Context: an optimization exercise on an open-source flow, tuned for small area and a short achievable clock period. The choices shown serve that exercise and are no tape-out recipe.
The RTL of this run was laid out without a check of its function.
Power and IR drop assume default switching activity.

==> design.v <==
`timescale 1ns / 1ps
module testAdd(a_1,b_1,sum_1);
	input [63:0] a_1;
	input [63:0] b_1;
	output [63:0] sum_1;
	Add #(.WIDTH(64)) Add_1(a_1,b_1,sum_1);
endmodule
module Add #(parameter WIDTH = 64)(a,b,sum);
input [WIDTH-1:0] a;
input [WIDTH-1:0] b;
output [WIDTH-1:0] sum;
assign{sum} = b + a;
endmodule  
`timescale 1ns / 1ps
module testSub(a_1,b_1,diff_1);
	input [31:0] a_1;
	input [31:0] b_1;
	output [31:0] diff_1;
	Sub #(.WIDTH(32)) Sub_1(a_1,b_1,diff_1);
	endmodule
module Sub #(parameter WIDTH = 32) (a,b,diff);
input [WIDTH - 1: 0] a;
input [WIDTH - 1: 0] b;
output [WIDTH - 1: 0] diff;
	assign{diff} = a - b;
endmodule  
`timescale 1ns / 1ps
module testComp(a_1,b_1,eq_1,lt_1,gt_1);
	input [63:0] a_1;
	input [63:0] b_1;
	output    eq_1;
	output    lt_1;
	output    gt_1;
	Comp #(.WIDTH(64)) Comp_1(a_1,b_1,eq_1,lt_1,gt_1);
endmodule
module Comp #(parameter WIDTH = 64) (a, b, eq, lt, gt);
input [WIDTH - 1:0] a;
input [WIDTH - 1:0] b;
output reg   eq;
output reg   lt;
output reg   gt;
    always @* begin
      if (a<b) begin
        eq = 0;
        lt = 1;
        gt = 0;
      end
      else if (a==b) begin
        eq = 1;
        lt = 0;
        gt = 0;
      end
      else begin
        eq = 0;
        lt = 0;
        gt = 1;
      end
    end
endmodule  
`timescale 1ns / 1ps
module testMux2x1(a_1,b_1,sel_1,d_1);
	input [63:0] a_1;
	input [63:0] b_1;
	input [63:0] sel_1;
	output [63:0] d_1;
	Mux2x1 #(.WIDTH(64)) Mux2x1_1(a_1,b_1,sel_1,d_1);
endmodule
 module Mux2x1 #(parameter WIDTH = 64) (a, b, sel, d);
 input [WIDTH - 1: 0] a; 
 input [WIDTH - 1: 0] b;
 input [WIDTH - 1: 0] sel;
 output [WIDTH - 1: 0] d;
 reg [WIDTH - 1: 0] d;
 always @(a or b or sel)
 if (sel == 1'b0)
 d = a;
 else
 d = b;
 endmodule  
`timescale 1ns / 1ps
module testReg(d_1,Clk,Rst,q_1);
	input Clk;
	input Rst;
	input [31:0] d_1;
	output [31:0] q_1;
	Reg #(.WIDTH(32)) Reg_1(d_1,Clk,Rst,q_1);
endmodule
module Reg #(parameter WIDTH = 32)(d,Clk,Rst,q);
input Clk;
input Rst;
input [WIDTH-1:0] d;
output reg [WIDTH-1:0] q;
 always @(posedge Clk) begin
 if(Rst == 0)begin
 q <= d;
end
end
endmodule  
`timescale 1ns / 1ps
module testSHL(a_1,sh_amt_1,d_1);
	input [1:0] a_1;
	input [1:0] sh_amt_1;
	output [1:0] d_1;
	SHL #(.WIDTH(2)) SHL_1(a_1,sh_amt_1,d_1);
endmodule
module SHL #(parameter WIDTH = 2) (a,sh_amt,d);
input [WIDTH-1 : 0] a;
input [WIDTH-1 : 0] sh_amt;
output [WIDTH-1 : 0] d;
    assign d = {a<<sh_amt};
	endmodule  
`timescale 1ns / 1ps
module testSHR(a_1,sh_amt_1,d_1);
	input [1:0] a_1;
	input [1:0] sh_amt_1;
	output [1:0] d_1;
	SHR #(.WIDTH(2)) SHR_1(a_1,sh_amt_1,d_1);
endmodule
module SHR #(parameter WIDTH = 2) (a,sh_amt,d);
input [WIDTH-1 : 0] a;
input [WIDTH-1 : 0] sh_amt;
output [WIDTH-1 : 0] d;
    assign d = {a>>sh_amt};
	endmodule  
`timescale 1ns / 1ps
module CircuitTest (a,b,c,z,x,clk,rst);
input [63:0] a, b, c;
input clk,rst;
output reg [31:0] z, x;
reg [32:0] greg;
reg [31:0] hreg;
wire n1 = a[0] ^ b[0];
wire n2 = a[1] ^ b[1];
wire n3 = a[2] ^ b[2];
wire n4 = a[3] ^ b[3];
wire n5 = a[4] ^ b[4];
wire n6 = a[5] ^ b[5];
wire n7 = a[6] ^ b[6];
wire n8 = a[7] ^ b[7];
wire n9 = a[8] ^ b[8];
wire n10 = a[9] ^ b[9];
wire n11 = a[10] ^ b[10];
wire n12 = a[11] ^ b[11];
wire n13 = a[12] ^ b[12];
wire n14 = a[13] ^ b[13];
wire n15 = a[14] ^ b[14];
wire n16 = a[15] ^ b[15];
wire n17 = a[16] ^ b[16];
wire n18 = a[17] ^ b[17];
wire n19 = a[18] ^ b[18];
wire n20 = a[19] ^ b[19];
wire n21 = a[20] ^ b[20];
wire n22 = a[21] ^ b[21];
wire n23 = a[22] ^ b[22];
wire n24 = a[23] ^ b[23];
wire n25 = a[24] ^ b[24];
wire n26 = a[25] ^ b[25];
wire n27 = a[26] ^ b[26];
wire n28 = a[27] ^ b[27];
wire n29 = a[28] ^ b[28];
wire n30 = a[29] ^ b[29];
wire n31 = a[30] ^ b[30];
wire n32 = a[31] ^ b[31];
wire n33 = a[32] ^ b[32];
wire n34 = a[0] & b[0];
wire n35 = a[1] & b[1];
wire n36 = a[2] & b[2];
wire n37 = a[3] & b[3];
wire n38 = a[4] & b[4];
wire n39 = a[5] & b[5];
wire n40 = a[6] & b[6];
wire n41 = a[7] & b[7];
wire n42 = a[8] & b[8];
wire n43 = a[9] & b[9];
wire n44 = a[10] & b[10];
wire n45 = a[11] & b[11];
wire n46 = a[12] & b[12];
wire n47 = a[13] & b[13];
wire n48 = a[14] & b[14];
wire n49 = a[15] & b[15];
wire n50 = a[16] & b[16];
wire n51 = a[17] & b[17];
wire n52 = a[18] & b[18];
wire n53 = a[19] & b[19];
wire n54 = a[20] & b[20];
wire n55 = a[21] & b[21];
wire n56 = a[22] & b[22];
wire n57 = a[23] & b[23];
wire n58 = a[24] & b[24];
wire n59 = a[25] & b[25];
wire n60 = a[26] & b[26];
wire n61 = a[27] & b[27];
wire n62 = a[28] & b[28];
wire n63 = a[29] & b[29];
wire n64 = a[30] & b[30];
wire n65 = a[31] & b[31];
wire n66 = a[32] & b[32];
wire n67 = n35 | (n2 & n34);
wire n68 = n2 & n1;
wire n69 = n37 | (n4 & n36);
wire n70 = n4 & n3;
wire n71 = n39 | (n6 & n38);
wire n72 = n6 & n5;
wire n73 = n41 | (n8 & n40);
wire n74 = n8 & n7;
wire n75 = n43 | (n10 & n42);
wire n76 = n10 & n9;
wire n77 = n45 | (n12 & n44);
wire n78 = n12 & n11;
wire n79 = n47 | (n14 & n46);
wire n80 = n14 & n13;
wire n81 = n49 | (n16 & n48);
wire n82 = n16 & n15;
wire n83 = n51 | (n18 & n50);
wire n84 = n18 & n17;
wire n85 = n53 | (n20 & n52);
wire n86 = n20 & n19;
wire n87 = n55 | (n22 & n54);
wire n88 = n22 & n21;
wire n89 = n57 | (n24 & n56);
wire n90 = n24 & n23;
wire n91 = n59 | (n26 & n58);
wire n92 = n26 & n25;
wire n93 = n61 | (n28 & n60);
wire n94 = n28 & n27;
wire n95 = n63 | (n30 & n62);
wire n96 = n30 & n29;
wire n97 = n65 | (n32 & n64);
wire n98 = n32 & n31;
wire n99 = n69 | (n70 & n67);
wire n100 = n70 & n68;
wire n101 = n73 | (n74 & n71);
wire n102 = n74 & n72;
wire n103 = n77 | (n78 & n75);
wire n104 = n78 & n76;
wire n105 = n81 | (n82 & n79);
wire n106 = n82 & n80;
wire n107 = n85 | (n86 & n83);
wire n108 = n86 & n84;
wire n109 = n89 | (n90 & n87);
wire n110 = n90 & n88;
wire n111 = n93 | (n94 & n91);
wire n112 = n94 & n92;
wire n113 = n97 | (n98 & n95);
wire n114 = n98 & n96;
wire n115 = n101 | (n102 & n99);
wire n116 = n102 & n100;
wire n117 = n105 | (n106 & n103);
wire n118 = n106 & n104;
wire n119 = n109 | (n110 & n107);
wire n120 = n110 & n108;
wire n121 = n113 | (n114 & n111);
wire n122 = n114 & n112;
wire n123 = n117 | (n118 & n115);
wire n124 = n118 & n116;
wire n125 = n121 | (n122 & n119);
wire n126 = n122 & n120;
wire n127 = n125 | (n126 & n123);
wire n128 = n126 & n124;
wire n129 = n119 | (n120 & n123);
wire n130 = n120 & n124;
wire n131 = n103 | (n104 & n115);
wire n132 = n104 & n116;
wire n133 = n107 | (n108 & n123);
wire n134 = n108 & n124;
wire n135 = n111 | (n112 & n129);
wire n136 = n112 & n130;
wire n137 = n71 | (n72 & n99);
wire n138 = n72 & n100;
wire n139 = n75 | (n76 & n115);
wire n140 = n76 & n116;
wire n141 = n79 | (n80 & n131);
wire n142 = n80 & n132;
wire n143 = n83 | (n84 & n123);
wire n144 = n84 & n124;
wire n145 = n87 | (n88 & n133);
wire n146 = n88 & n134;
wire n147 = n91 | (n92 & n129);
wire n148 = n92 & n130;
wire n149 = n95 | (n96 & n135);
wire n150 = n96 & n136;
wire n151 = n36 | (n3 & n67);
wire n152 = n3 & n68;
wire n153 = n38 | (n5 & n99);
wire n154 = n5 & n100;
wire n155 = n40 | (n7 & n137);
wire n156 = n7 & n138;
wire n157 = n42 | (n9 & n115);
wire n158 = n9 & n116;
wire n159 = n44 | (n11 & n139);
wire n160 = n11 & n140;
wire n161 = n46 | (n13 & n131);
wire n162 = n13 & n132;
wire n163 = n48 | (n15 & n141);
wire n164 = n15 & n142;
wire n165 = n50 | (n17 & n123);
wire n166 = n17 & n124;
wire n167 = n52 | (n19 & n143);
wire n168 = n19 & n144;
wire n169 = n54 | (n21 & n133);
wire n170 = n21 & n134;
wire n171 = n56 | (n23 & n145);
wire n172 = n23 & n146;
wire n173 = n58 | (n25 & n129);
wire n174 = n25 & n130;
wire n175 = n60 | (n27 & n147);
wire n176 = n27 & n148;
wire n177 = n62 | (n29 & n135);
wire n178 = n29 & n136;
wire n179 = n64 | (n31 & n149);
wire n180 = n31 & n150;
wire n181 = n66 | (n33 & n127);
wire n182 = n33 & n128;
wire n183 = n2 ^ n34;
wire n184 = n3 ^ n67;
wire n185 = n4 ^ n151;
wire n186 = n5 ^ n99;
wire n187 = n6 ^ n153;
wire n188 = n7 ^ n137;
wire n189 = n8 ^ n155;
wire n190 = n9 ^ n115;
wire n191 = n10 ^ n157;
wire n192 = n11 ^ n139;
wire n193 = n12 ^ n159;
wire n194 = n13 ^ n131;
wire n195 = n14 ^ n161;
wire n196 = n15 ^ n141;
wire n197 = n16 ^ n163;
wire n198 = n17 ^ n123;
wire n199 = n18 ^ n165;
wire n200 = n19 ^ n143;
wire n201 = n20 ^ n167;
wire n202 = n21 ^ n133;
wire n203 = n22 ^ n169;
wire n204 = n23 ^ n145;
wire n205 = n24 ^ n171;
wire n206 = n25 ^ n129;
wire n207 = n26 ^ n173;
wire n208 = n27 ^ n147;
wire n209 = n28 ^ n175;
wire n210 = n29 ^ n135;
wire n211 = n30 ^ n177;
wire n212 = n31 ^ n149;
wire n213 = n32 ^ n179;
wire n214 = n33 ^ n127;
wire n215 = a[33] & b[33];
wire n216 = a[33] | b[33];
wire n217 = a[34] & b[34];
wire n218 = a[34] | b[34];
wire n219 = a[35] & b[35];
wire n220 = a[35] | b[35];
wire n221 = a[36] & b[36];
wire n222 = a[36] | b[36];
wire n223 = a[37] & b[37];
wire n224 = a[37] | b[37];
wire n225 = a[38] & b[38];
wire n226 = a[38] | b[38];
wire n227 = a[39] & b[39];
wire n228 = a[39] | b[39];
wire n229 = a[40] & b[40];
wire n230 = a[40] | b[40];
wire n231 = a[41] & b[41];
wire n232 = a[41] | b[41];
wire n233 = a[42] & b[42];
wire n234 = a[42] | b[42];
wire n235 = a[43] & b[43];
wire n236 = a[43] | b[43];
wire n237 = a[44] & b[44];
wire n238 = a[44] | b[44];
wire n239 = a[45] & b[45];
wire n240 = a[45] | b[45];
wire n241 = a[46] & b[46];
wire n242 = a[46] | b[46];
wire n243 = a[47] & b[47];
wire n244 = a[47] | b[47];
wire n245 = a[48] & b[48];
wire n246 = a[48] | b[48];
wire n247 = a[49] & b[49];
wire n248 = a[49] | b[49];
wire n249 = a[50] & b[50];
wire n250 = a[50] | b[50];
wire n251 = a[51] & b[51];
wire n252 = a[51] | b[51];
wire n253 = a[52] & b[52];
wire n254 = a[52] | b[52];
wire n255 = a[53] & b[53];
wire n256 = a[53] | b[53];
wire n257 = a[54] & b[54];
wire n258 = a[54] | b[54];
wire n259 = a[55] & b[55];
wire n260 = a[55] | b[55];
wire n261 = a[56] & b[56];
wire n262 = a[56] | b[56];
wire n263 = a[57] & b[57];
wire n264 = a[57] | b[57];
wire n265 = a[58] & b[58];
wire n266 = a[58] | b[58];
wire n267 = a[59] & b[59];
wire n268 = a[59] | b[59];
wire n269 = a[60] & b[60];
wire n270 = a[60] | b[60];
wire n271 = a[61] & b[61];
wire n272 = a[61] | b[61];
wire n273 = a[62] & b[62];
wire n274 = a[62] | b[62];
wire n275 = a[63] & b[63];
wire n276 = a[63] | b[63];
wire n277 = n217 | (n218 & n215);
wire n278 = n218 & n216;
wire n279 = n221 | (n222 & n219);
wire n280 = n222 & n220;
wire n281 = n225 | (n226 & n223);
wire n282 = n226 & n224;
wire n283 = n229 | (n230 & n227);
wire n284 = n230 & n228;
wire n285 = n233 | (n234 & n231);
wire n286 = n234 & n232;
wire n287 = n237 | (n238 & n235);
wire n288 = n238 & n236;
wire n289 = n241 | (n242 & n239);
wire n290 = n242 & n240;
wire n291 = n245 | (n246 & n243);
wire n292 = n246 & n244;
wire n293 = n249 | (n250 & n247);
wire n294 = n250 & n248;
wire n295 = n253 | (n254 & n251);
wire n296 = n254 & n252;
wire n297 = n257 | (n258 & n255);
wire n298 = n258 & n256;
wire n299 = n261 | (n262 & n259);
wire n300 = n262 & n260;
wire n301 = n265 | (n266 & n263);
wire n302 = n266 & n264;
wire n303 = n269 | (n270 & n267);
wire n304 = n270 & n268;
wire n305 = n273 | (n274 & n271);
wire n306 = n274 & n272;
wire n307 = n279 | (n280 & n277);
wire n308 = n280 & n278;
wire n309 = n283 | (n284 & n281);
wire n310 = n284 & n282;
wire n311 = n287 | (n288 & n285);
wire n312 = n288 & n286;
wire n313 = n291 | (n292 & n289);
wire n314 = n292 & n290;
wire n315 = n295 | (n296 & n293);
wire n316 = n296 & n294;
wire n317 = n299 | (n300 & n297);
wire n318 = n300 & n298;
wire n319 = n303 | (n304 & n301);
wire n320 = n304 & n302;
wire n321 = n275 | (n276 & n305);
wire n322 = n276 & n306;
wire n323 = n309 | (n310 & n307);
wire n324 = n310 & n308;
wire n325 = n313 | (n314 & n311);
wire n326 = n314 & n312;
wire n327 = n317 | (n318 & n315);
wire n328 = n318 & n316;
wire n329 = n321 | (n322 & n319);
wire n330 = n322 & n320;
wire n331 = n325 | (n326 & n323);
wire n332 = n326 & n324;
wire n333 = n329 | (n330 & n327);
wire n334 = n330 & n328;
wire n335 = n333 | (n334 & n331);
wire n336 = n334 & n332;
wire n337 = n335 | (n336 & n181);
wire n338 = a[0] ^ c[0];
wire n339 = a[1] ^ c[1];
wire n340 = a[2] ^ c[2];
wire n341 = a[3] ^ c[3];
wire n342 = a[4] ^ c[4];
wire n343 = a[5] ^ c[5];
wire n344 = a[6] ^ c[6];
wire n345 = a[7] ^ c[7];
wire n346 = a[8] ^ c[8];
wire n347 = a[9] ^ c[9];
wire n348 = a[10] ^ c[10];
wire n349 = a[11] ^ c[11];
wire n350 = a[12] ^ c[12];
wire n351 = a[13] ^ c[13];
wire n352 = a[14] ^ c[14];
wire n353 = a[15] ^ c[15];
wire n354 = a[16] ^ c[16];
wire n355 = a[17] ^ c[17];
wire n356 = a[18] ^ c[18];
wire n357 = a[19] ^ c[19];
wire n358 = a[20] ^ c[20];
wire n359 = a[21] ^ c[21];
wire n360 = a[22] ^ c[22];
wire n361 = a[23] ^ c[23];
wire n362 = a[24] ^ c[24];
wire n363 = a[25] ^ c[25];
wire n364 = a[26] ^ c[26];
wire n365 = a[27] ^ c[27];
wire n366 = a[28] ^ c[28];
wire n367 = a[29] ^ c[29];
wire n368 = a[30] ^ c[30];
wire n369 = a[31] ^ c[31];
wire n370 = a[32] ^ c[32];
wire n371 = a[0] & c[0];
wire n372 = a[1] & c[1];
wire n373 = a[2] & c[2];
wire n374 = a[3] & c[3];
wire n375 = a[4] & c[4];
wire n376 = a[5] & c[5];
wire n377 = a[6] & c[6];
wire n378 = a[7] & c[7];
wire n379 = a[8] & c[8];
wire n380 = a[9] & c[9];
wire n381 = a[10] & c[10];
wire n382 = a[11] & c[11];
wire n383 = a[12] & c[12];
wire n384 = a[13] & c[13];
wire n385 = a[14] & c[14];
wire n386 = a[15] & c[15];
wire n387 = a[16] & c[16];
wire n388 = a[17] & c[17];
wire n389 = a[18] & c[18];
wire n390 = a[19] & c[19];
wire n391 = a[20] & c[20];
wire n392 = a[21] & c[21];
wire n393 = a[22] & c[22];
wire n394 = a[23] & c[23];
wire n395 = a[24] & c[24];
wire n396 = a[25] & c[25];
wire n397 = a[26] & c[26];
wire n398 = a[27] & c[27];
wire n399 = a[28] & c[28];
wire n400 = a[29] & c[29];
wire n401 = a[30] & c[30];
wire n402 = a[31] & c[31];
wire n403 = a[32] & c[32];
wire n404 = n372 | (n339 & n371);
wire n405 = n339 & n338;
wire n406 = n374 | (n341 & n373);
wire n407 = n341 & n340;
wire n408 = n376 | (n343 & n375);
wire n409 = n343 & n342;
wire n410 = n378 | (n345 & n377);
wire n411 = n345 & n344;
wire n412 = n380 | (n347 & n379);
wire n413 = n347 & n346;
wire n414 = n382 | (n349 & n381);
wire n415 = n349 & n348;
wire n416 = n384 | (n351 & n383);
wire n417 = n351 & n350;
wire n418 = n386 | (n353 & n385);
wire n419 = n353 & n352;
wire n420 = n388 | (n355 & n387);
wire n421 = n355 & n354;
wire n422 = n390 | (n357 & n389);
wire n423 = n357 & n356;
wire n424 = n392 | (n359 & n391);
wire n425 = n359 & n358;
wire n426 = n394 | (n361 & n393);
wire n427 = n361 & n360;
wire n428 = n396 | (n363 & n395);
wire n429 = n363 & n362;
wire n430 = n398 | (n365 & n397);
wire n431 = n365 & n364;
wire n432 = n400 | (n367 & n399);
wire n433 = n367 & n366;
wire n434 = n402 | (n369 & n401);
wire n435 = n369 & n368;
wire n436 = n406 | (n407 & n404);
wire n437 = n407 & n405;
wire n438 = n410 | (n411 & n408);
wire n439 = n411 & n409;
wire n440 = n414 | (n415 & n412);
wire n441 = n415 & n413;
wire n442 = n418 | (n419 & n416);
wire n443 = n419 & n417;
wire n444 = n422 | (n423 & n420);
wire n445 = n423 & n421;
wire n446 = n426 | (n427 & n424);
wire n447 = n427 & n425;
wire n448 = n430 | (n431 & n428);
wire n449 = n431 & n429;
wire n450 = n434 | (n435 & n432);
wire n451 = n435 & n433;
wire n452 = n438 | (n439 & n436);
wire n453 = n439 & n437;
wire n454 = n442 | (n443 & n440);
wire n455 = n443 & n441;
wire n456 = n446 | (n447 & n444);
wire n457 = n447 & n445;
wire n458 = n450 | (n451 & n448);
wire n459 = n451 & n449;
wire n460 = n454 | (n455 & n452);
wire n461 = n455 & n453;
wire n462 = n458 | (n459 & n456);
wire n463 = n459 & n457;
wire n464 = n462 | (n463 & n460);
wire n465 = n463 & n461;
wire n466 = n456 | (n457 & n460);
wire n467 = n457 & n461;
wire n468 = n440 | (n441 & n452);
wire n469 = n441 & n453;
wire n470 = n444 | (n445 & n460);
wire n471 = n445 & n461;
wire n472 = n448 | (n449 & n466);
wire n473 = n449 & n467;
wire n474 = n408 | (n409 & n436);
wire n475 = n409 & n437;
wire n476 = n412 | (n413 & n452);
wire n477 = n413 & n453;
wire n478 = n416 | (n417 & n468);
wire n479 = n417 & n469;
wire n480 = n420 | (n421 & n460);
wire n481 = n421 & n461;
wire n482 = n424 | (n425 & n470);
wire n483 = n425 & n471;
wire n484 = n428 | (n429 & n466);
wire n485 = n429 & n467;
wire n486 = n432 | (n433 & n472);
wire n487 = n433 & n473;
wire n488 = n373 | (n340 & n404);
wire n489 = n340 & n405;
wire n490 = n375 | (n342 & n436);
wire n491 = n342 & n437;
wire n492 = n377 | (n344 & n474);
wire n493 = n344 & n475;
wire n494 = n379 | (n346 & n452);
wire n495 = n346 & n453;
wire n496 = n381 | (n348 & n476);
wire n497 = n348 & n477;
wire n498 = n383 | (n350 & n468);
wire n499 = n350 & n469;
wire n500 = n385 | (n352 & n478);
wire n501 = n352 & n479;
wire n502 = n387 | (n354 & n460);
wire n503 = n354 & n461;
wire n504 = n389 | (n356 & n480);
wire n505 = n356 & n481;
wire n506 = n391 | (n358 & n470);
wire n507 = n358 & n471;
wire n508 = n393 | (n360 & n482);
wire n509 = n360 & n483;
wire n510 = n395 | (n362 & n466);
wire n511 = n362 & n467;
wire n512 = n397 | (n364 & n484);
wire n513 = n364 & n485;
wire n514 = n399 | (n366 & n472);
wire n515 = n366 & n473;
wire n516 = n401 | (n368 & n486);
wire n517 = n368 & n487;
wire n518 = n403 | (n370 & n464);
wire n519 = n370 & n465;
wire n520 = n339 ^ n371;
wire n521 = n340 ^ n404;
wire n522 = n341 ^ n488;
wire n523 = n342 ^ n436;
wire n524 = n343 ^ n490;
wire n525 = n344 ^ n474;
wire n526 = n345 ^ n492;
wire n527 = n346 ^ n452;
wire n528 = n347 ^ n494;
wire n529 = n348 ^ n476;
wire n530 = n349 ^ n496;
wire n531 = n350 ^ n468;
wire n532 = n351 ^ n498;
wire n533 = n352 ^ n478;
wire n534 = n353 ^ n500;
wire n535 = n354 ^ n460;
wire n536 = n355 ^ n502;
wire n537 = n356 ^ n480;
wire n538 = n357 ^ n504;
wire n539 = n358 ^ n470;
wire n540 = n359 ^ n506;
wire n541 = n360 ^ n482;
wire n542 = n361 ^ n508;
wire n543 = n362 ^ n466;
wire n544 = n363 ^ n510;
wire n545 = n364 ^ n484;
wire n546 = n365 ^ n512;
wire n547 = n366 ^ n472;
wire n548 = n367 ^ n514;
wire n549 = n368 ^ n486;
wire n550 = n369 ^ n516;
wire n551 = n370 ^ n464;
wire n552 = a[33] & c[33];
wire n553 = a[33] | c[33];
wire n554 = a[34] & c[34];
wire n555 = a[34] | c[34];
wire n556 = a[35] & c[35];
wire n557 = a[35] | c[35];
wire n558 = a[36] & c[36];
wire n559 = a[36] | c[36];
wire n560 = a[37] & c[37];
wire n561 = a[37] | c[37];
wire n562 = a[38] & c[38];
wire n563 = a[38] | c[38];
wire n564 = a[39] & c[39];
wire n565 = a[39] | c[39];
wire n566 = a[40] & c[40];
wire n567 = a[40] | c[40];
wire n568 = a[41] & c[41];
wire n569 = a[41] | c[41];
wire n570 = a[42] & c[42];
wire n571 = a[42] | c[42];
wire n572 = a[43] & c[43];
wire n573 = a[43] | c[43];
wire n574 = a[44] & c[44];
wire n575 = a[44] | c[44];
wire n576 = a[45] & c[45];
wire n577 = a[45] | c[45];
wire n578 = a[46] & c[46];
wire n579 = a[46] | c[46];
wire n580 = a[47] & c[47];
wire n581 = a[47] | c[47];
wire n582 = a[48] & c[48];
wire n583 = a[48] | c[48];
wire n584 = a[49] & c[49];
wire n585 = a[49] | c[49];
wire n586 = a[50] & c[50];
wire n587 = a[50] | c[50];
wire n588 = a[51] & c[51];
wire n589 = a[51] | c[51];
wire n590 = a[52] & c[52];
wire n591 = a[52] | c[52];
wire n592 = a[53] & c[53];
wire n593 = a[53] | c[53];
wire n594 = a[54] & c[54];
wire n595 = a[54] | c[54];
wire n596 = a[55] & c[55];
wire n597 = a[55] | c[55];
wire n598 = a[56] & c[56];
wire n599 = a[56] | c[56];
wire n600 = a[57] & c[57];
wire n601 = a[57] | c[57];
wire n602 = a[58] & c[58];
wire n603 = a[58] | c[58];
wire n604 = a[59] & c[59];
wire n605 = a[59] | c[59];
wire n606 = a[60] & c[60];
wire n607 = a[60] | c[60];
wire n608 = a[61] & c[61];
wire n609 = a[61] | c[61];
wire n610 = a[62] & c[62];
wire n611 = a[62] | c[62];
wire n612 = a[63] & c[63];
wire n613 = a[63] | c[63];
wire n614 = n554 | (n555 & n552);
wire n615 = n555 & n553;
wire n616 = n558 | (n559 & n556);
wire n617 = n559 & n557;
wire n618 = n562 | (n563 & n560);
wire n619 = n563 & n561;
wire n620 = n566 | (n567 & n564);
wire n621 = n567 & n565;
wire n622 = n570 | (n571 & n568);
wire n623 = n571 & n569;
wire n624 = n574 | (n575 & n572);
wire n625 = n575 & n573;
wire n626 = n578 | (n579 & n576);
wire n627 = n579 & n577;
wire n628 = n582 | (n583 & n580);
wire n629 = n583 & n581;
wire n630 = n586 | (n587 & n584);
wire n631 = n587 & n585;
wire n632 = n590 | (n591 & n588);
wire n633 = n591 & n589;
wire n634 = n594 | (n595 & n592);
wire n635 = n595 & n593;
wire n636 = n598 | (n599 & n596);
wire n637 = n599 & n597;
wire n638 = n602 | (n603 & n600);
wire n639 = n603 & n601;
wire n640 = n606 | (n607 & n604);
wire n641 = n607 & n605;
wire n642 = n610 | (n611 & n608);
wire n643 = n611 & n609;
wire n644 = n616 | (n617 & n614);
wire n645 = n617 & n615;
wire n646 = n620 | (n621 & n618);
wire n647 = n621 & n619;
wire n648 = n624 | (n625 & n622);
wire n649 = n625 & n623;
wire n650 = n628 | (n629 & n626);
wire n651 = n629 & n627;
wire n652 = n632 | (n633 & n630);
wire n653 = n633 & n631;
wire n654 = n636 | (n637 & n634);
wire n655 = n637 & n635;
wire n656 = n640 | (n641 & n638);
wire n657 = n641 & n639;
wire n658 = n612 | (n613 & n642);
wire n659 = n613 & n643;
wire n660 = n646 | (n647 & n644);
wire n661 = n647 & n645;
wire n662 = n650 | (n651 & n648);
wire n663 = n651 & n649;
wire n664 = n654 | (n655 & n652);
wire n665 = n655 & n653;
wire n666 = n658 | (n659 & n656);
wire n667 = n659 & n657;
wire n668 = n662 | (n663 & n660);
wire n669 = n663 & n661;
wire n670 = n666 | (n667 & n664);
wire n671 = n667 & n665;
wire n672 = n670 | (n671 & n668);
wire n673 = n671 & n669;
wire n674 = n672 | (n673 & n518);
wire n675 = ~b[0] & c[0];
wire n676 = ~(b[0] ^ c[0]);
wire n677 = ~b[1] & c[1];
wire n678 = ~(b[1] ^ c[1]);
wire n679 = ~b[2] & c[2];
wire n680 = ~(b[2] ^ c[2]);
wire n681 = ~b[3] & c[3];
wire n682 = ~(b[3] ^ c[3]);
wire n683 = ~b[4] & c[4];
wire n684 = ~(b[4] ^ c[4]);
wire n685 = ~b[5] & c[5];
wire n686 = ~(b[5] ^ c[5]);
wire n687 = ~b[6] & c[6];
wire n688 = ~(b[6] ^ c[6]);
wire n689 = ~b[7] & c[7];
wire n690 = ~(b[7] ^ c[7]);
wire n691 = ~b[8] & c[8];
wire n692 = ~(b[8] ^ c[8]);
wire n693 = ~b[9] & c[9];
wire n694 = ~(b[9] ^ c[9]);
wire n695 = ~b[10] & c[10];
wire n696 = ~(b[10] ^ c[10]);
wire n697 = ~b[11] & c[11];
wire n698 = ~(b[11] ^ c[11]);
wire n699 = ~b[12] & c[12];
wire n700 = ~(b[12] ^ c[12]);
wire n701 = ~b[13] & c[13];
wire n702 = ~(b[13] ^ c[13]);
wire n703 = ~b[14] & c[14];
wire n704 = ~(b[14] ^ c[14]);
wire n705 = ~b[15] & c[15];
wire n706 = ~(b[15] ^ c[15]);
wire n707 = ~b[16] & c[16];
wire n708 = ~(b[16] ^ c[16]);
wire n709 = ~b[17] & c[17];
wire n710 = ~(b[17] ^ c[17]);
wire n711 = ~b[18] & c[18];
wire n712 = ~(b[18] ^ c[18]);
wire n713 = ~b[19] & c[19];
wire n714 = ~(b[19] ^ c[19]);
wire n715 = ~b[20] & c[20];
wire n716 = ~(b[20] ^ c[20]);
wire n717 = ~b[21] & c[21];
wire n718 = ~(b[21] ^ c[21]);
wire n719 = ~b[22] & c[22];
wire n720 = ~(b[22] ^ c[22]);
wire n721 = ~b[23] & c[23];
wire n722 = ~(b[23] ^ c[23]);
wire n723 = ~b[24] & c[24];
wire n724 = ~(b[24] ^ c[24]);
wire n725 = ~b[25] & c[25];
wire n726 = ~(b[25] ^ c[25]);
wire n727 = ~b[26] & c[26];
wire n728 = ~(b[26] ^ c[26]);
wire n729 = ~b[27] & c[27];
wire n730 = ~(b[27] ^ c[27]);
wire n731 = ~b[28] & c[28];
wire n732 = ~(b[28] ^ c[28]);
wire n733 = ~b[29] & c[29];
wire n734 = ~(b[29] ^ c[29]);
wire n735 = ~b[30] & c[30];
wire n736 = ~(b[30] ^ c[30]);
wire n737 = ~b[31] & c[31];
wire n738 = ~(b[31] ^ c[31]);
wire n739 = ~b[32] & c[32];
wire n740 = ~(b[32] ^ c[32]);
wire n741 = ~b[33] & c[33];
wire n742 = ~(b[33] ^ c[33]);
wire n743 = ~b[34] & c[34];
wire n744 = ~(b[34] ^ c[34]);
wire n745 = ~b[35] & c[35];
wire n746 = ~(b[35] ^ c[35]);
wire n747 = ~b[36] & c[36];
wire n748 = ~(b[36] ^ c[36]);
wire n749 = ~b[37] & c[37];
wire n750 = ~(b[37] ^ c[37]);
wire n751 = ~b[38] & c[38];
wire n752 = ~(b[38] ^ c[38]);
wire n753 = ~b[39] & c[39];
wire n754 = ~(b[39] ^ c[39]);
wire n755 = ~b[40] & c[40];
wire n756 = ~(b[40] ^ c[40]);
wire n757 = ~b[41] & c[41];
wire n758 = ~(b[41] ^ c[41]);
wire n759 = ~b[42] & c[42];
wire n760 = ~(b[42] ^ c[42]);
wire n761 = ~b[43] & c[43];
wire n762 = ~(b[43] ^ c[43]);
wire n763 = ~b[44] & c[44];
wire n764 = ~(b[44] ^ c[44]);
wire n765 = ~b[45] & c[45];
wire n766 = ~(b[45] ^ c[45]);
wire n767 = ~b[46] & c[46];
wire n768 = ~(b[46] ^ c[46]);
wire n769 = ~b[47] & c[47];
wire n770 = ~(b[47] ^ c[47]);
wire n771 = ~b[48] & c[48];
wire n772 = ~(b[48] ^ c[48]);
wire n773 = ~b[49] & c[49];
wire n774 = ~(b[49] ^ c[49]);
wire n775 = ~b[50] & c[50];
wire n776 = ~(b[50] ^ c[50]);
wire n777 = ~b[51] & c[51];
wire n778 = ~(b[51] ^ c[51]);
wire n779 = ~b[52] & c[52];
wire n780 = ~(b[52] ^ c[52]);
wire n781 = ~b[53] & c[53];
wire n782 = ~(b[53] ^ c[53]);
wire n783 = ~b[54] & c[54];
wire n784 = ~(b[54] ^ c[54]);
wire n785 = ~b[55] & c[55];
wire n786 = ~(b[55] ^ c[55]);
wire n787 = ~b[56] & c[56];
wire n788 = ~(b[56] ^ c[56]);
wire n789 = ~b[57] & c[57];
wire n790 = ~(b[57] ^ c[57]);
wire n791 = ~b[58] & c[58];
wire n792 = ~(b[58] ^ c[58]);
wire n793 = ~b[59] & c[59];
wire n794 = ~(b[59] ^ c[59]);
wire n795 = ~b[60] & c[60];
wire n796 = ~(b[60] ^ c[60]);
wire n797 = ~b[61] & c[61];
wire n798 = ~(b[61] ^ c[61]);
wire n799 = ~b[62] & c[62];
wire n800 = ~(b[62] ^ c[62]);
wire n801 = ~b[63] & c[63];
wire n802 = ~(b[63] ^ c[63]);
wire n803 = n677 | (n678 & n675);
wire n804 = n678 & n676;
wire n805 = n681 | (n682 & n679);
wire n806 = n682 & n680;
wire n807 = n685 | (n686 & n683);
wire n808 = n686 & n684;
wire n809 = n689 | (n690 & n687);
wire n810 = n690 & n688;
wire n811 = n693 | (n694 & n691);
wire n812 = n694 & n692;
wire n813 = n697 | (n698 & n695);
wire n814 = n698 & n696;
wire n815 = n701 | (n702 & n699);
wire n816 = n702 & n700;
wire n817 = n705 | (n706 & n703);
wire n818 = n706 & n704;
wire n819 = n709 | (n710 & n707);
wire n820 = n710 & n708;
wire n821 = n713 | (n714 & n711);
wire n822 = n714 & n712;
wire n823 = n717 | (n718 & n715);
wire n824 = n718 & n716;
wire n825 = n721 | (n722 & n719);
wire n826 = n722 & n720;
wire n827 = n725 | (n726 & n723);
wire n828 = n726 & n724;
wire n829 = n729 | (n730 & n727);
wire n830 = n730 & n728;
wire n831 = n733 | (n734 & n731);
wire n832 = n734 & n732;
wire n833 = n737 | (n738 & n735);
wire n834 = n738 & n736;
wire n835 = n741 | (n742 & n739);
wire n836 = n742 & n740;
wire n837 = n745 | (n746 & n743);
wire n838 = n746 & n744;
wire n839 = n749 | (n750 & n747);
wire n840 = n750 & n748;
wire n841 = n753 | (n754 & n751);
wire n842 = n754 & n752;
wire n843 = n757 | (n758 & n755);
wire n844 = n758 & n756;
wire n845 = n761 | (n762 & n759);
wire n846 = n762 & n760;
wire n847 = n765 | (n766 & n763);
wire n848 = n766 & n764;
wire n849 = n769 | (n770 & n767);
wire n850 = n770 & n768;
wire n851 = n773 | (n774 & n771);
wire n852 = n774 & n772;
wire n853 = n777 | (n778 & n775);
wire n854 = n778 & n776;
wire n855 = n781 | (n782 & n779);
wire n856 = n782 & n780;
wire n857 = n785 | (n786 & n783);
wire n858 = n786 & n784;
wire n859 = n789 | (n790 & n787);
wire n860 = n790 & n788;
wire n861 = n793 | (n794 & n791);
wire n862 = n794 & n792;
wire n863 = n797 | (n798 & n795);
wire n864 = n798 & n796;
wire n865 = n801 | (n802 & n799);
wire n866 = n802 & n800;
wire n867 = n805 | (n806 & n803);
wire n868 = n806 & n804;
wire n869 = n809 | (n810 & n807);
wire n870 = n810 & n808;
wire n871 = n813 | (n814 & n811);
wire n872 = n814 & n812;
wire n873 = n817 | (n818 & n815);
wire n874 = n818 & n816;
wire n875 = n821 | (n822 & n819);
wire n876 = n822 & n820;
wire n877 = n825 | (n826 & n823);
wire n878 = n826 & n824;
wire n879 = n829 | (n830 & n827);
wire n880 = n830 & n828;
wire n881 = n833 | (n834 & n831);
wire n882 = n834 & n832;
wire n883 = n837 | (n838 & n835);
wire n884 = n838 & n836;
wire n885 = n841 | (n842 & n839);
wire n886 = n842 & n840;
wire n887 = n845 | (n846 & n843);
wire n888 = n846 & n844;
wire n889 = n849 | (n850 & n847);
wire n890 = n850 & n848;
wire n891 = n853 | (n854 & n851);
wire n892 = n854 & n852;
wire n893 = n857 | (n858 & n855);
wire n894 = n858 & n856;
wire n895 = n861 | (n862 & n859);
wire n896 = n862 & n860;
wire n897 = n865 | (n866 & n863);
wire n898 = n866 & n864;
wire n899 = n869 | (n870 & n867);
wire n900 = n870 & n868;
wire n901 = n873 | (n874 & n871);
wire n902 = n874 & n872;
wire n903 = n877 | (n878 & n875);
wire n904 = n878 & n876;
wire n905 = n881 | (n882 & n879);
wire n906 = n882 & n880;
wire n907 = n885 | (n886 & n883);
wire n908 = n886 & n884;
wire n909 = n889 | (n890 & n887);
wire n910 = n890 & n888;
wire n911 = n893 | (n894 & n891);
wire n912 = n894 & n892;
wire n913 = n897 | (n898 & n895);
wire n914 = n898 & n896;
wire n915 = n901 | (n902 & n899);
wire n916 = n902 & n900;
wire n917 = n905 | (n906 & n903);
wire n918 = n906 & n904;
wire n919 = n909 | (n910 & n907);
wire n920 = n910 & n908;
wire n921 = n913 | (n914 & n911);
wire n922 = n914 & n912;
wire n923 = n917 | (n918 & n915);
wire n924 = n918 & n916;
wire n925 = n921 | (n922 & n919);
wire n926 = n922 & n920;
wire n927 = n925 | (n926 & n923);
wire n928 = n926 & n924;
wire n929 = a[0] ^ ~b[0];
wire n930 = a[1] ^ ~b[1];
wire n931 = a[2] ^ ~b[2];
wire n932 = a[3] ^ ~b[3];
wire n933 = a[4] ^ ~b[4];
wire n934 = a[5] ^ ~b[5];
wire n935 = a[6] ^ ~b[6];
wire n936 = a[7] ^ ~b[7];
wire n937 = a[8] ^ ~b[8];
wire n938 = a[9] ^ ~b[9];
wire n939 = a[10] ^ ~b[10];
wire n940 = a[11] ^ ~b[11];
wire n941 = a[12] ^ ~b[12];
wire n942 = a[13] ^ ~b[13];
wire n943 = a[14] ^ ~b[14];
wire n944 = a[15] ^ ~b[15];
wire n945 = a[16] ^ ~b[16];
wire n946 = a[17] ^ ~b[17];
wire n947 = a[18] ^ ~b[18];
wire n948 = a[19] ^ ~b[19];
wire n949 = a[20] ^ ~b[20];
wire n950 = a[21] ^ ~b[21];
wire n951 = a[22] ^ ~b[22];
wire n952 = a[23] ^ ~b[23];
wire n953 = a[24] ^ ~b[24];
wire n954 = a[25] ^ ~b[25];
wire n955 = a[26] ^ ~b[26];
wire n956 = a[27] ^ ~b[27];
wire n957 = a[28] ^ ~b[28];
wire n958 = a[29] ^ ~b[29];
wire n959 = a[30] ^ ~b[30];
wire n960 = a[31] ^ ~b[31];
wire n961 = a[0] & ~b[0];
wire n962 = a[1] & ~b[1];
wire n963 = a[2] & ~b[2];
wire n964 = a[3] & ~b[3];
wire n965 = a[4] & ~b[4];
wire n966 = a[5] & ~b[5];
wire n967 = a[6] & ~b[6];
wire n968 = a[7] & ~b[7];
wire n969 = a[8] & ~b[8];
wire n970 = a[9] & ~b[9];
wire n971 = a[10] & ~b[10];
wire n972 = a[11] & ~b[11];
wire n973 = a[12] & ~b[12];
wire n974 = a[13] & ~b[13];
wire n975 = a[14] & ~b[14];
wire n976 = a[15] & ~b[15];
wire n977 = a[16] & ~b[16];
wire n978 = a[17] & ~b[17];
wire n979 = a[18] & ~b[18];
wire n980 = a[19] & ~b[19];
wire n981 = a[20] & ~b[20];
wire n982 = a[21] & ~b[21];
wire n983 = a[22] & ~b[22];
wire n984 = a[23] & ~b[23];
wire n985 = a[24] & ~b[24];
wire n986 = a[25] & ~b[25];
wire n987 = a[26] & ~b[26];
wire n988 = a[27] & ~b[27];
wire n989 = a[28] & ~b[28];
wire n990 = a[29] & ~b[29];
wire n991 = a[30] & ~b[30];
wire n992 = a[31] & ~b[31];
wire n993 = n961 | n929;
wire n994 = n962 | (n930 & n993);
wire n995 = n930 & n929;
wire n996 = n964 | (n932 & n963);
wire n997 = n932 & n931;
wire n998 = n966 | (n934 & n965);
wire n999 = n934 & n933;
wire n1000 = n968 | (n936 & n967);
wire n1001 = n936 & n935;
wire n1002 = n970 | (n938 & n969);
wire n1003 = n938 & n937;
wire n1004 = n972 | (n940 & n971);
wire n1005 = n940 & n939;
wire n1006 = n974 | (n942 & n973);
wire n1007 = n942 & n941;
wire n1008 = n976 | (n944 & n975);
wire n1009 = n944 & n943;
wire n1010 = n978 | (n946 & n977);
wire n1011 = n946 & n945;
wire n1012 = n980 | (n948 & n979);
wire n1013 = n948 & n947;
wire n1014 = n982 | (n950 & n981);
wire n1015 = n950 & n949;
wire n1016 = n984 | (n952 & n983);
wire n1017 = n952 & n951;
wire n1018 = n986 | (n954 & n985);
wire n1019 = n954 & n953;
wire n1020 = n988 | (n956 & n987);
wire n1021 = n956 & n955;
wire n1022 = n990 | (n958 & n989);
wire n1023 = n958 & n957;
wire n1024 = n992 | (n960 & n991);
wire n1025 = n960 & n959;
wire n1026 = n996 | (n997 & n994);
wire n1027 = n997 & n995;
wire n1028 = n1000 | (n1001 & n998);
wire n1029 = n1001 & n999;
wire n1030 = n1004 | (n1005 & n1002);
wire n1031 = n1005 & n1003;
wire n1032 = n1008 | (n1009 & n1006);
wire n1033 = n1009 & n1007;
wire n1034 = n1012 | (n1013 & n1010);
wire n1035 = n1013 & n1011;
wire n1036 = n1016 | (n1017 & n1014);
wire n1037 = n1017 & n1015;
wire n1038 = n1020 | (n1021 & n1018);
wire n1039 = n1021 & n1019;
wire n1040 = n1024 | (n1025 & n1022);
wire n1041 = n1025 & n1023;
wire n1042 = n1028 | (n1029 & n1026);
wire n1043 = n1029 & n1027;
wire n1044 = n1032 | (n1033 & n1030);
wire n1045 = n1033 & n1031;
wire n1046 = n1036 | (n1037 & n1034);
wire n1047 = n1037 & n1035;
wire n1048 = n1040 | (n1041 & n1038);
wire n1049 = n1041 & n1039;
wire n1050 = n1044 | (n1045 & n1042);
wire n1051 = n1045 & n1043;
wire n1052 = n1048 | (n1049 & n1046);
wire n1053 = n1049 & n1047;
wire n1054 = n1052 | (n1053 & n1050);
wire n1055 = n1053 & n1051;
wire n1056 = n1046 | (n1047 & n1050);
wire n1057 = n1047 & n1051;
wire n1058 = n1030 | (n1031 & n1042);
wire n1059 = n1031 & n1043;
wire n1060 = n1034 | (n1035 & n1050);
wire n1061 = n1035 & n1051;
wire n1062 = n1038 | (n1039 & n1056);
wire n1063 = n1039 & n1057;
wire n1064 = n998 | (n999 & n1026);
wire n1065 = n999 & n1027;
wire n1066 = n1002 | (n1003 & n1042);
wire n1067 = n1003 & n1043;
wire n1068 = n1006 | (n1007 & n1058);
wire n1069 = n1007 & n1059;
wire n1070 = n1010 | (n1011 & n1050);
wire n1071 = n1011 & n1051;
wire n1072 = n1014 | (n1015 & n1060);
wire n1073 = n1015 & n1061;
wire n1074 = n1018 | (n1019 & n1056);
wire n1075 = n1019 & n1057;
wire n1076 = n1022 | (n1023 & n1062);
wire n1077 = n1023 & n1063;
wire n1078 = n963 | (n931 & n994);
wire n1079 = n931 & n995;
wire n1080 = n965 | (n933 & n1026);
wire n1081 = n933 & n1027;
wire n1082 = n967 | (n935 & n1064);
wire n1083 = n935 & n1065;
wire n1084 = n969 | (n937 & n1042);
wire n1085 = n937 & n1043;
wire n1086 = n971 | (n939 & n1066);
wire n1087 = n939 & n1067;
wire n1088 = n973 | (n941 & n1058);
wire n1089 = n941 & n1059;
wire n1090 = n975 | (n943 & n1068);
wire n1091 = n943 & n1069;
wire n1092 = n977 | (n945 & n1050);
wire n1093 = n945 & n1051;
wire n1094 = n979 | (n947 & n1070);
wire n1095 = n947 & n1071;
wire n1096 = n981 | (n949 & n1060);
wire n1097 = n949 & n1061;
wire n1098 = n983 | (n951 & n1072);
wire n1099 = n951 & n1073;
wire n1100 = n985 | (n953 & n1056);
wire n1101 = n953 & n1057;
wire n1102 = n987 | (n955 & n1074);
wire n1103 = n955 & n1075;
wire n1104 = n989 | (n957 & n1062);
wire n1105 = n957 & n1063;
wire n1106 = n991 | (n959 & n1076);
wire n1107 = n959 & n1077;
wire n1108 = ~n929;
wire n1109 = n930 ^ n993;
wire n1110 = n931 ^ n994;
wire n1111 = n932 ^ n1078;
wire n1112 = n933 ^ n1026;
wire n1113 = n934 ^ n1080;
wire n1114 = n935 ^ n1064;
wire n1115 = n936 ^ n1082;
wire n1116 = n937 ^ n1042;
wire n1117 = n938 ^ n1084;
wire n1118 = n939 ^ n1066;
wire n1119 = n940 ^ n1086;
wire n1120 = n941 ^ n1058;
wire n1121 = n942 ^ n1088;
wire n1122 = n943 ^ n1068;
wire n1123 = n944 ^ n1090;
wire n1124 = n945 ^ n1050;
wire n1125 = n946 ^ n1092;
wire n1126 = n947 ^ n1070;
wire n1127 = n948 ^ n1094;
wire n1128 = n949 ^ n1060;
wire n1129 = n950 ^ n1096;
wire n1130 = n951 ^ n1072;
wire n1131 = n952 ^ n1098;
wire n1132 = n953 ^ n1056;
wire n1133 = n954 ^ n1100;
wire n1134 = n955 ^ n1074;
wire n1135 = n956 ^ n1102;
wire n1136 = n957 ^ n1062;
wire n1137 = n958 ^ n1104;
wire n1138 = n959 ^ n1076;
wire n1139 = n960 ^ n1106;
wire [32:0] dlo = {n214,n213,n212,n211,n210,n209,n208,n207,n206,n205,n204,n203,n202,n201,n200,n199,n198,n197,n196,n195,n194,n193,n192,n191,n190,n189,n188,n187,n186,n185,n184,n183,n1};
wire [32:0] elo = {n551,n550,n549,n548,n547,n546,n545,n544,n543,n542,n541,n540,n539,n538,n537,n536,n535,n534,n533,n532,n531,n530,n529,n528,n527,n526,n525,n524,n523,n522,n521,n520,n338};
wire cd = n337;
wire ce = n674;
wire dEQe = n928;
wire bLTc = n927;
wire dLTe = (cd ^ ce) ? cd : bLTc;
wire [32:0] g = dLTe ? elo : dlo;
wire [31:0] f = {n1139,n1138,n1137,n1136,n1135,n1134,n1133,n1132,n1131,n1130,n1129,n1128,n1127,n1126,n1125,n1124,n1123,n1122,n1121,n1120,n1119,n1118,n1117,n1116,n1115,n1114,n1113,n1112,n1111,n1110,n1109,n1108};
wire [31:0] h = dEQe ? f : g[31:0];
always @(posedge clk) begin
  if (!rst) begin
    greg <= g;
    hreg <= h;
    x <= dLTe ? {hreg[30:0], 1'b0} : hreg;
    z <= dEQe ? greg[32:1] : greg[31:0];
  end
end
endmodule
==> flow/run.sh <==
#!/bin/bash
# Own layout flow: the standard ORFS flow (standard.sh) with two changes:
#  - no Yosys full/half-adder extraction (ADDER_MAP_FILE empty), so ABC maps the
#    hand-written prefix carry logic itself;
#  - the port buffers that buffer_ports inserts on every input and output are
#    sky130_fd_sc_hd__buf_1 instead of the default delay buffer.
# Make's full output goes to flow_make.log here; each ORFS step keeps its own log
# under orfs/logs/.
set -uo pipefail
bash standard.sh ADDER_MAP_FILE= \
  "BUFFER_PORTS_ARGS=-buffer_cell sky130_fd_sc_hd__buf_1" \
  finish > flow_make.log 2>&1
==> standard.sh <==
#!/bin/bash
# synth_recipe.tcl (not shown) runs the flow's synth.tcl, then flattens the netlist and writes it again
# the make line also repeats each setting of config.mk as NAME=value (left out here)
make -C /OpenROAD-flow-scripts/flow DESIGN_CONFIG=/design/flow/config.mk WORK_HOME=/design/flow/orfs CLKGATE_MAP_FILE= SYNTH_SCRIPT=/design/flow/synth_recipe.tcl "${@:-finish}"
==> config.mk <==
export PLATFORM = sky130hd
export DESIGN_NAME = CircuitTest
export DESIGN_NICKNAME = CircuitTest
export VERILOG_FILES = /design/flow/design.v
export SDC_FILE = /design/flow/constraint.sdc
export NUM_CORES = 4
export LEC_CHECK = 0
export ABC_AREA = 1
export CAP_MARGIN = 20
export CORE_MARGIN = 2
export CORE_UTILIZATION = 40
export SETUP_SLACK_MARGIN = 4.5
export SLEW_MARGIN = 20
==> constraint.sdc <==
create_clock -name core_clock -period 7.5 [get_ports {clk}]
set_input_delay 1.5000 -clock core_clock [delete_from_list [all_inputs] [get_ports {clk}]]
set_output_delay 1.5000 -clock core_clock [all_outputs]
set_load 0.01 [all_outputs]
==> notes.md <==
[registers in the layout, summed over array words and instances (netlist names)]
register,cells
greg,33
z,32
hreg,32
x,32
[final cells by class]
cell class | count | area, um2 | share of cell area
Clock buffer | 18 | 429 | 0.0232
Timing Repair inverter | 7 | 149 | 0.00805
Multi-Input combinational cell | 1463 | 8840 | 0.478
Sequential cell | 129 | 3870 | 0.209
Tap cell | 384 | 480 | 0.0260
Clock inverter | 14 | 204 | 0.0110
Timing Repair Buffer | 435 | 3350 | 0.181
Antenna cell | 2 | 5.00 | 0.000271
Inverter | 282 | 1170 | 0.0630
[logic make-up (layout without fill, tap and decap cells)]
logic type	Yosys count	count (layout)	share of synthesized area
AND/OR/NAND/NOR	1107	1118	0.380
buffers and inverters	308	756	0.104
AO/OA/AOI/OAI	272	272	0.131
flip-flops	129	129	0.330
XOR/XNOR	71	71	0.0536
adder cells (fa/ha/maj)	2	2	0.00170
other	0	2	0
[cells in the mapped netlist (8+ instances only)]
| cell type | count | area, um2 |
|---|---|---|
| inv_2 | 8 | 30.0 |
| o21ai_2 | 10 | 87.6 |
| xor2_1 | 58 | 508 |
| nor3_1 | 22 | 110 |
| nand4_1 | 9 | 56.3 |
| o21ai_0 | 120 | 601 |
| nor2_1 | 199 | 747 |
| inv_1 | 274 | 1030 |
| nand3b_1 | 9 | 67.6 |
| or2_2 | 12 | 75.1 |
| a21oi_1 | 68 | 340 |
| nand3_1 | 81 | 405 |
| o21ai_1 | 19 | 95.1 |
| xnor2_1 | 12 | 105 |
| nand2_2 | 11 | 68.8 |
| nand2_1 | 740 | 2780 |
| o22ai_1 | 13 | 81.3 |
| edfxtp_1 | 129 | 3870 |
[routing by layer]
layer	share of wire	track usage	wire, um
met5	0.00035	0	16
met4	0.036	0.0674	1660
met3	0.077	0.0491	3530
met2	0.47	0.462	21700
met1	0.41	0.358	18900
[power breakdown]
group	switching [mW]	internal (mW)	total, mW
registers	0.0725	0.981	1.05
logic	0.800	0.540	1.34
clock network	0.327	0.562	0.889
[cell usage in the layout, fill, tap and decap left out, types with 9 or more instances in the layout]
master and n:
buf_1 139, o21ai_1 52, nor2_4 46, nand3_2 18
o22ai_1 11, a21oi_1 53, buf_4 155, buf_16 13
inv_2 49, a21oi_2 14, buf_2 37, nand2_8 15
nand2_1 510, nand2_4 63, nand2_2 174, nor2_1 132
buf_12 14, edfxtp_1 129, xor2_1 55, nor2_2 27
inv_1 216, xnor2_1 12, buf_6 40, nand3_1 62
nand3b_1 9, buf_8 11, nor3_1 10, o21ai_0 43
clkbuf_16 20, nand4_1 9, clkbuf_2 18, o21ai_2 50
[worst max-delay path: stages]
cell and delay [ns]:
clkbuf_4 0.16, nand2_4 0.07, inv_2 0.05, nor2_4 0.17, inv_4 0.06, nor3_4 0.25
nand2_2 0.12, nor2_2 0.13, nand2_2 0.08, nand2_2 0.10, nand2_2 0.09, nand2_2 0.09
nand2_2 0.06, nand2_4 0.10, nand2_8 0.19, buf_12 0.22, nand2_8 0.14, nand2_1 0.10
o21ai_1 0.11
[timing repair]
| action | in CTS | in global routing |
|---|---|---|
| hold endpoints to repair | 0 | 0 |
| setup buffers | 100 | 57 |
| pin swaps | 122 | 124 |
| endpoints found under the setup margin | 200 | 129 |
| gates resized for setup | 493 | 385 |
| cloned | 27 | 8 |
[worst min path at each step]
| stage | to | slack, ns | cells past startpoint |
|---|---|---|---|
| final | x[26] | 0.56 | 2 |
| after global routing | x[24] | 0.59 | 2 |
| after CTS | x[26] | 0.57 | 2 |
| after detailed placement | z[0] | 0.54 | 2 |
| after global placement | z[0] | 0.53 | 2 |
| after floorplan | z[31] | 0.49 | 2 |
==> out/results.txt <==
Status - no timing/DRC/antenna violations
Fillers - 2447
Design area - 0.0185 mm2
Clock latency (worst-skew pair) - 0.42 ns
Post-Route WL - 45.8 mm
Hold slack final - 0.560 ns
Crit path to - x[21]
Root cell of the clock tree - clkbuf_16
Pwr per Cell Area - 178 mW/mm2
Die height - 175 um
Worst Path Arrival - 3.83 ns
CP Max Fanout - 19
DP HPWL - 27.6 mm
Layout Cells excl Fill - 2734
Total grt overflow - 0
Vias - 14200
Post-cts hold buffer count - 0
Yosys warning total - 1
DR DRC count - 0
Drt via density - 5.19
Setup slack, reg-to-reg - 6.56 ns
Antenna violations before repair - 2
Mapped Nets - 2083
Wirelength per Cell - 16.7 um
Routability cong. - 0.908
TritonRoute pass-1 iters - 5
First-pass GRT wire length - 66.4 mm
WP data required - 7.76 ns
Total power draw - 3.28 mW
Synth unique cells - 49
CTS H-tree depth - 4
Top Ports - 258
Vias in the first global route - 12800
Peak supply drop - 0.000178 V
Fin Setup TNS - 0 ns
Largest net degree at the start of global routing - 72
IO buf count - 257
FMAX - 0.280 GHz
FF-to-FF Start - greg[14]
Final setup violation count - 0
Max Slew Vio Count - 0
Dpl cells - 2508
Initial Util - 0.408
Max-cap viol count - 0
Final worst-path cycle share - 0.476
Area Overhead vs Synth - 57.4%
Core area - 0.0288 mm2
RSZ-0062 raised after global routing - yes
Worst R2R Path Depth - 2
Placed cell areas - 0.0134 mm2
Leak - 8.94 nW
Crit path time final - 3.57 ns
Final net count - 2529
Die width - 175 um
ANT nets after route - 0
Clk slew on worst S/H paths - 0.06 ns
CTS buffer count - 17
Post-synthesis sequential area ratio - 0.330
CTS max path bufs - 2
Die area - 0.0308 mm2
Instance count of the mapped netlist - 1889
Relative slew slack - 0.461
Flops & latches, synth - 129
Layout cells sized above 1 - 0.369
Final hold violation count - 0
Worst Setup SP - b[24]
Site Rows - 62
Main synth FF type - edfxtp_1
TritonCTS sink count - 129
HP Class - flip-flop to flip-flop
Worst Skew - 0.00603 ns
Post-route core utilization - 0.643
CP Capture Type - flip-flop
Final worst setup slack - 3.93 ns
Hold path start - hreg[26]
Worst Path Class, Setup - input port to flip-flop
Critical Path Start Type - input port
First DRT Iteration DRCs - 1093
GRT Util Overall - 0.272
Post-Place Worst Slack - 2.71 ns
Async set-reset flop share out of synthesis - 0
Mapped cell area - 0.0118 mm2
Mapped Avg Cell Area - 6.22 um2
Number of flops mapped to enable cells by yosys - 129
Worst reg2reg path endpoint - z[13]
CTS tree - built
Worst-margin pin slew - 0.808 ns

-- port drivers added, routing unchanged --
How much do the figures lean on ideal ports? The routed layout below was timed once more, with nothing changed but the port constraints. Step 1, drivers: a clkbuf_16 drives clk and a buf_2 each remaining input, both assumed. Step 2 moves the port delays by t, midway between the first and last clock arrival at a register: inputs arrive t later, outputs are due t later. That takes back most of the time a late clock gives input paths. Three values: ideal ports, drivers, drivers and shift; two values: the first two.
shift t [ns]: 0.464
setup slack, ns: 3.931 / 3.954 / 3.491
worst data-port slew with drivers (ns): 0.10
After both steps setup and hold are still met in this run. For this run, drivers alone change the setup slack by +0.023 ns; drivers and shift together by -0.440 ns.
